This is an optimization exercise on Yosys and OpenROAD, whose aim is small area, not a production implementation. In this exercise RTL edits were held to simulation tests only and were not proved equivalent to the original.

==> branch garnet <==
==> flow/design.v <==
module lbmem(input CLK, input RESET, input [7:0] wdata, input wen, output [7:0] rdata, output valid);
  reg [7:0] sr [0:63];
  reg state;
  reg [2:0] cnt;
  integer i;
  wire we = wen & ~RESET;
  always @(posedge CLK) begin
    if (we) begin
      sr[0] <= wdata;
      for (i = 1; i < 64; i = i + 1)
        sr[i] <= sr[i-1];
    end
  end
  always @(posedge CLK or posedge RESET) begin
    if (RESET) begin
      state <= 1'b0;
      cnt <= 3'h0;
    end else begin
      if (state == 1'b0) begin
        cnt <= cnt + {2'h0, wen};
        state <= (cnt == 3'h7 & wen);
      end else begin
        cnt <= wen ? cnt : cnt - 1'b1;
        state <= (cnt != 3'h1 | wen);
      end
    end
  end
  assign valid = (state & (cnt != 3'h1 | wen)) | (cnt == 3'h7 & wen);
  wire [7:0] c1;   
  genvar j;
  generate
    for (j = 0; j < 8; j = j + 1) begin : dec
      assign c1[j] = (cnt == j);
    end
  endgenerate
  wire [7:0] hit;
  generate
    for (j = 0; j < 8; j = j + 1) begin : sel
      assign hit[j] = wen ? c1[(j + 1) % 8] : c1[(j + 2) % 8];
    end
  endgenerate
  wire [7:0] w [0:7];
  generate
    for (j = 0; j < 7; j = j + 1) begin : src
      assign w[j] = sr[j];
    end
  endgenerate
  assign w[7] = sr[63];
  reg [7:0] rd;
  integer k;
  always @(*) begin
    rd = 8'h00;
    for (k = 0; k < 8; k = k + 1)
      rd = rd | (w[k] & {8{hit[k]}});
  end
  assign rdata = rd;
endmodule
==> flow/flow/run.sh <==
#!/bin/bash
# Standard ORFS layout, with the clock tree built without dummy loads and the
# port buffers taken as the smallest buffer. Full tool output goes to flow.log;
# ORFS's per-step logs stay under orfs/logs/.
set -euo pipefail
CTS="-sink_clustering_enable -repair_clock_nets -dont_use_dummy_load -buf_list sky130_fd_sc_hd__clkbuf_8 -sink_clustering_size 20 -sink_clustering_max_diameter 40"
bash standard.sh "CTS_ARGS=$CTS" "BUFFER_PORTS_ARGS=-buffer_cell sky130_fd_sc_hd__buf_1" finish > flow.log 2>&1
==> flow/standard.sh <==
#!/bin/bash
# synth_recipe.tcl (not shown) runs the flow's synth.tcl, then flattens the netlist and writes it again
# the make line also repeats each setting of config.mk as NAME=value (left out here)
make -C /OpenROAD-flow-scripts/flow DESIGN_CONFIG=/design/flow/config.mk WORK_HOME=/design/flow/orfs CLKGATE_MAP_FILE= SYNTH_SCRIPT=/design/flow/synth_recipe.tcl "${@:-finish}"
==> flow/config.mk <==
export PLATFORM = sky130hd
export DESIGN_NAME = lbmem
export DESIGN_NICKNAME = lbmem
export VERILOG_FILES = /design/flow/design.v
export SDC_FILE = /design/flow/constraint.sdc
export NUM_CORES = 4
export LEC_CHECK = 0
export ABC_AREA = 1
export CAP_MARGIN = 20
export CORE_MARGIN = 2
export CORE_UTILIZATION = 75
export SETUP_SLACK_MARGIN = 0.2
export SLEW_MARGIN = 20
==> flow/constraint.sdc <==
create_clock -name core_clock -period 8.0 [get_ports {CLK}]
set_input_delay 1.6000 -clock core_clock [delete_from_list [all_inputs] [get_ports {CLK}]]
set_output_delay 1.6000 -clock core_clock [all_outputs]
set_load 0.01 [all_outputs]
==> branch nickel (differences from branch garnet) <==
==> flow/design.v, changed modules only <==
module lbmem(input CLK, input RESET, input [7:0] wdata, input wen, output [7:0] rdata, output valid);
  reg [7:0] sr [0:63];
  reg pol;
  reg state;
  reg [2:0] cnt;
  integer i;
  wire we = wen & ~RESET;
  always @(posedge CLK) begin
    sr[0] <= we ? ~(wdata ^ {8{pol}}) : ~sr[0];
    for (i = 1; i < 64; i = i + 1)
      sr[i] <= we ? ~sr[i-1] : ~sr[i];
  end
  always @(posedge CLK or posedge RESET) begin
    if (RESET) begin
      pol <= 1'b0;
      state <= 1'b0;
      cnt <= 3'h0;
    end else begin
      pol <= ~pol;
      if (state == 1'b0) begin
        cnt <= cnt + {2'h0, wen};
        state <= (cnt == 3'h7 & wen);
      end else begin
        cnt <= wen ? cnt : cnt - 1'b1;
        state <= (cnt != 3'h1 | wen);
      end
    end
  end
  assign valid = (state & (cnt != 3'h1 | wen)) | (cnt == 3'h7 & wen);
  wire [7:0] c1;   
  genvar j;
  generate
    for (j = 0; j < 8; j = j + 1) begin : dec
      assign c1[j] = (cnt == j);
    end
  endgenerate
  wire [7:0] hit;
  generate
    for (j = 0; j < 8; j = j + 1) begin : sel
      assign hit[j] = wen ? c1[(j + 1) % 8] : c1[(j + 2) % 8];
    end
  endgenerate
  wire [7:0] w [0:7];
  generate
    for (j = 0; j < 7; j = j + 1) begin : src
      assign w[j] = sr[j];
    end
  endgenerate
  assign w[7] = sr[63];
  reg [7:0] rd;
  integer k;
  always @(*) begin
    rd = 8'h00;
    for (k = 0; k < 8; k = k + 1)
      rd = rd | (w[k] & {8{hit[k]}});
  end
  assign rdata = rd ^ {8{pol}};
endmodule
==> flow/flow/run.sh (replaced) <==
#!/bin/bash
# Standard ORFS layout with three changes:
#  - synthesis maps the logic with an area-oriented ABC script and without
#    Yosys's adder extraction (registers are unchanged: same synthesis script,
#    only the combinational mapping differs);
#  - the clock tree is built without dummy loads, from one buffer size;
#  - the port buffers are the smallest buffer.
# Full tool output goes to flow.log; ORFS's per-step logs stay under orfs/logs/.
set -euo pipefail
W=$PWD
rm -rf "$W/myscripts"
cp -r "$FLOW_HOME/scripts" "$W/myscripts"
printf 'strash\ndch\namap\ntopo\n' > "$W/myscripts/abc_area.script"
CTS="-sink_clustering_enable -repair_clock_nets -dont_use_dummy_load -buf_list sky130_fd_sc_hd__clkbuf_4 -sink_clustering_size 12 -sink_clustering_max_diameter 50"
bash standard.sh "SCRIPTS_DIR=$W/myscripts" "ADDER_MAP_FILE=" "ABC_AREA=1" "CTS_ARGS=$CTS" \
  "BUFFER_PORTS_ARGS=-buffer_cell sky130_fd_sc_hd__buf_1" finish > "$W/flow.log" 2>&1
- CAP_MARGIN: 20 -> 10
- CORE_UTILIZATION: 75 -> 70
- GPL_TIMING_DRIVEN: unset -> 0
- SLEW_MARGIN: 20 -> 10
==> metrics.csv <==
metric,value,unit
final_cell_mix,"o22ai_1, dfxtp_1, clkbuf_4, buf_1, nor2_1",
register_area,0.0104,mm²
vias,9521,
path_clk_slew,0.11,ns
hold_start,sr[22][5]$_DFF_P_,
r2r_start,pol$_DFF_PP0_,
outcome,timing/DRC/antenna clean,
place_inst,1444,
The numbers above come from branch nickel.

==> metrics.csv <==
metric,value,unit
hold_start,sr[8][2]$_DFFE_PP_,
outcome,timing/DRC/antenna clean,
register_area,0.0155,mm²
place_inst,985,
vias,6057,
The numbers above come from branch garnet.


========
==> run Y: inputs <==
Starts from the design.v that is shown in full above.
clock: 8.0 ns
lec_check: 0
abc_area: 1
cap_margin: 20
core_margin: 2
core_utilization: 70
setup_slack_margin: 0.2
slew_margin: 20
standard.sh (not shown) runs the stock make flow with config.mk's settings and CLKGATE_MAP_FILE= SYNTH_SCRIPT=/design/flow/synth_recipe.tcl, a recipe that flattens the netlist after the stock synthesis.
==> flow/flow/run.sh <==
#!/bin/bash
# Standard ORFS layout with three changes:
#  - synthesis maps the logic with an area-oriented ABC script and without
#    Yosys's adder extraction (registers are unchanged: same synthesis script,
#    only the combinational mapping differs);
#  - the clock tree is built without dummy loads, from one buffer size;
#  - the port buffers are the smallest buffer.
# Full tool output goes to flow.log; ORFS's per-step logs stay under orfs/logs/.
set -euo pipefail
W=$PWD
rm -rf "$W/myscripts"
cp -r "$FLOW_HOME/scripts" "$W/myscripts"
printf 'strash\ndch\namap\ntopo\n' > "$W/myscripts/abc_area.script"
CTS="-sink_clustering_enable -repair_clock_nets -dont_use_dummy_load -buf_list sky130_fd_sc_hd__clkbuf_2 -sink_clustering_size 6 -sink_clustering_max_diameter 30"
bash standard.sh "SCRIPTS_DIR=$W/myscripts" "ADDER_MAP_FILE=" "ABC_AREA=1" "CTS_ARGS=$CTS" \
  "BUFFER_PORTS_ARGS=-buffer_cell sky130_fd_sc_hd__buf_1" finish > "$W/flow.log" 2>&1
==> run Z (differences from run Y) <==
--- a/flow/flow/run.sh
+++ b/flow/flow/run.sh
@@ -12,5 +12,5 @@
 cp -r "$FLOW_HOME/scripts" "$W/myscripts"
 printf 'strash\ndch\namap\ntopo\n' > "$W/myscripts/abc_area.script"
-CTS="-sink_clustering_enable -repair_clock_nets -dont_use_dummy_load -buf_list sky130_fd_sc_hd__clkbuf_2 -sink_clustering_size 6 -sink_clustering_max_diameter 30"
+CTS="-sink_clustering_enable -repair_clock_nets -dont_use_dummy_load -buf_list sky130_fd_sc_hd__clkbuf_4 -sink_clustering_size 12 -sink_clustering_max_diameter 50"
 bash standard.sh "SCRIPTS_DIR=$W/myscripts" "ADDER_MAP_FILE=" "ABC_AREA=1" "CTS_ARGS=$CTS" \
   "BUFFER_PORTS_ARGS=-buffer_cell sky130_fd_sc_hd__buf_1" finish > "$W/flow.log" 2>&1
--- a/flow/config.mk
+++ b/flow/config.mk
@@ -9,5 +9,5 @@
 export CAP_MARGIN = 20
 export CORE_MARGIN = 2
-export CORE_UTILIZATION = 70
+export CORE_UTILIZATION = 80
 export SETUP_SLACK_MARGIN = 0.2
 export SLEW_MARGIN = 20
==> run F (differences from run Y) <==
--- a/flow/flow/run.sh
+++ b/flow/flow/run.sh
@@ -12,5 +12,5 @@
 cp -r "$FLOW_HOME/scripts" "$W/myscripts"
 printf 'strash\ndch\namap\ntopo\n' > "$W/myscripts/abc_area.script"
-CTS="-sink_clustering_enable -repair_clock_nets -dont_use_dummy_load -buf_list sky130_fd_sc_hd__clkbuf_2 -sink_clustering_size 6 -sink_clustering_max_diameter 30"
+CTS="-sink_clustering_enable -repair_clock_nets -dont_use_dummy_load -buf_list sky130_fd_sc_hd__clkbuf_8 -sink_clustering_size 22 -sink_clustering_max_diameter 45"
 bash standard.sh "SCRIPTS_DIR=$W/myscripts" "ADDER_MAP_FILE=" "ABC_AREA=1" "CTS_ARGS=$CTS" \
   "BUFFER_PORTS_ARGS=-buffer_cell sky130_fd_sc_hd__buf_1" finish > "$W/flow.log" 2>&1
==> run E (differences from run Y) <==
==> flow/design.v, changed modules only <==
module lbmem(input CLK, input RESET, input [7:0] wdata, input wen, output [7:0] rdata, output valid);
  reg [7:0] sr [0:63];
  reg pol;
  reg state;
  reg [2:0] cnt;
  integer i;
  wire we = wen & ~RESET;
  always @(posedge CLK) begin
    sr[0] <= we ? ~(wdata ^ {8{pol}}) : ~sr[0];
    for (i = 1; i < 64; i = i + 1)
      sr[i] <= we ? ~sr[i-1] : ~sr[i];
  end
  always @(posedge CLK or posedge RESET) begin
    if (RESET) begin
      pol <= 1'b0;
      state <= 1'b0;
      cnt <= 3'h0;
    end else begin
      pol <= ~pol;
      if (state == 1'b0) begin
        cnt <= cnt + {2'h0, wen};
        state <= (cnt == 3'h7 & wen);
      end else begin
        cnt <= wen ? cnt : cnt - 1'b1;
        state <= (cnt != 3'h1 | wen);
      end
    end
  end
  assign valid = (state & (cnt != 3'h1 | wen)) | (cnt == 3'h7 & wen);
  wire [7:0] c1;   
  genvar j;
  generate
    for (j = 0; j < 8; j = j + 1) begin : dec
      assign c1[j] = (cnt == j);
    end
  endgenerate
  wire [7:0] hit;
  generate
    for (j = 0; j < 8; j = j + 1) begin : sel
      assign hit[j] = wen ? c1[(j + 1) % 8] : c1[(j + 2) % 8];
    end
  endgenerate
  wire [7:0] w [0:7];
  generate
    for (j = 0; j < 7; j = j + 1) begin : src
      assign w[j] = sr[j];
    end
  endgenerate
  assign w[7] = sr[63];
  reg [7:0] rd;
  integer k;
  always @(*) begin
    rd = 8'h00;
    for (k = 0; k < 8; k = k + 1)
      rd = rd | (w[k] & {8{hit[k]}});
  end
  assign rdata = rd ^ {8{pol}};
endmodule
--- a/flow/flow/run.sh
+++ b/flow/flow/run.sh
@@ -12,5 +12,5 @@
 cp -r "$FLOW_HOME/scripts" "$W/myscripts"
 printf 'strash\ndch\namap\ntopo\n' > "$W/myscripts/abc_area.script"
-CTS="-sink_clustering_enable -repair_clock_nets -dont_use_dummy_load -buf_list sky130_fd_sc_hd__clkbuf_2 -sink_clustering_size 6 -sink_clustering_max_diameter 30"
+CTS="-sink_clustering_enable -repair_clock_nets -dont_use_dummy_load -buf_list sky130_fd_sc_hd__clkbuf_4 -sink_clustering_size 12 -sink_clustering_max_diameter 50"
 bash standard.sh "SCRIPTS_DIR=$W/myscripts" "ADDER_MAP_FILE=" "ABC_AREA=1" "CTS_ARGS=$CTS" \
   "BUFFER_PORTS_ARGS=-buffer_cell sky130_fd_sc_hd__buf_1" finish > "$W/flow.log" 2>&1
--- a/flow/config.mk
+++ b/flow/config.mk
@@ -9,5 +9,6 @@
 export CAP_MARGIN = 20
 export CORE_MARGIN = 2
-export CORE_UTILIZATION = 70
+export CORE_UTILIZATION = 78
+export PLACE_DENSITY = 0.9
 export SETUP_SLACK_MARGIN = 0.2
 export SLEW_MARGIN = 20
==> qor summary <==
metric	run F	run Z	run E	run Y
Synth unique cells	17	17	19	17
Mapped Area	0.0159 sq mm	0.0159 sq mm	0.0142 sq mm	0.0159 sq mm
Global route overflow	0	-	0	0
Count of placed standard cells in the final layout, fillers left out	942	-	1,440	1,003
Final Hold Violating Endpoints	0	-	0	0
Top fanout value on the critical path	8	-	7	8
Register area share after synthesis	97.2%	97.2%	73.1%	97.2%
Fraction of met3 tracks used by global routing	3.56%	-	4.45%	4.71%
Post-cts repair resize count	0	-	0	0
Transition at the pin with the smallest max-transition slack	1.15 ns	-	1.19 ns	1.09 ns
Cell count after placement	902	-	1,390	902
Status	timing/DRC/antenna clean	aborted with a tool error	timing/DRC/antenna clean	timing/DRC/antenna clean
Last stage reached	-	detailed placement (3_5_place_dp)	-	-
Clock Tree Root	sky130_fd_sc_hd__clkbuf_8	-	sky130_fd_sc_hd__clkbuf_4	sky130_fd_sc_hd__clkbuf_2

## what the ideal ports hide
How much do the figures lean on ideal ports? The routed layouts below were timed once more, with nothing changed but the port constraints. Step 1 (the two cells are an assumption about what drives the block):
set clk [get_ports {CLK}]
set_driving_cell -lib_cell sky130_fd_sc_hd__clkbuf_16 $clk
set_driving_cell -lib_cell sky130_fd_sc_hd__buf_2 [delete_from_list [all_inputs] $clk]
Step 2 also shifts input and output timing later by t, the mid clock arrival at the registers, as if the neighbouring blocks saw the same clock. a / b / c = ideal / step 1 / step 2; a / b = the first two.
| run | t, ns | setup slack, ns | worst setup path after step 2 | latest minus earliest clock arrival (ns) | cell pins on the clock port's net |
|---|---|---|---|---|---|
| branch garnet | 0.603 | 3.174 / 3.139 / 3.139 | input to output | 0.044 / 0.043 | 1 |
| branch nickel | 0.710 | 2.103 / 2.078 / 2.078 | input to output | 0.058 / 0.058 | 1 |
| run Y | 0.832 | 2.248 / 2.221 / 2.221 | input to output | 0.140 / 0.141 | 1 |
| run F | 0.569 | 2.216 / 2.189 / 2.189 | input to output | 0.075 / 0.075 | 1 |
| run E | 0.716 | 2.131 / 2.104 / 2.104 | input to output | 0.090 / 0.089 | 1 |
After both steps every run listed still meets setup and hold. For branch garnet, which loses most, drivers alone change the setup slack by -0.035 ns; drivers and shift together by -0.035 ns.
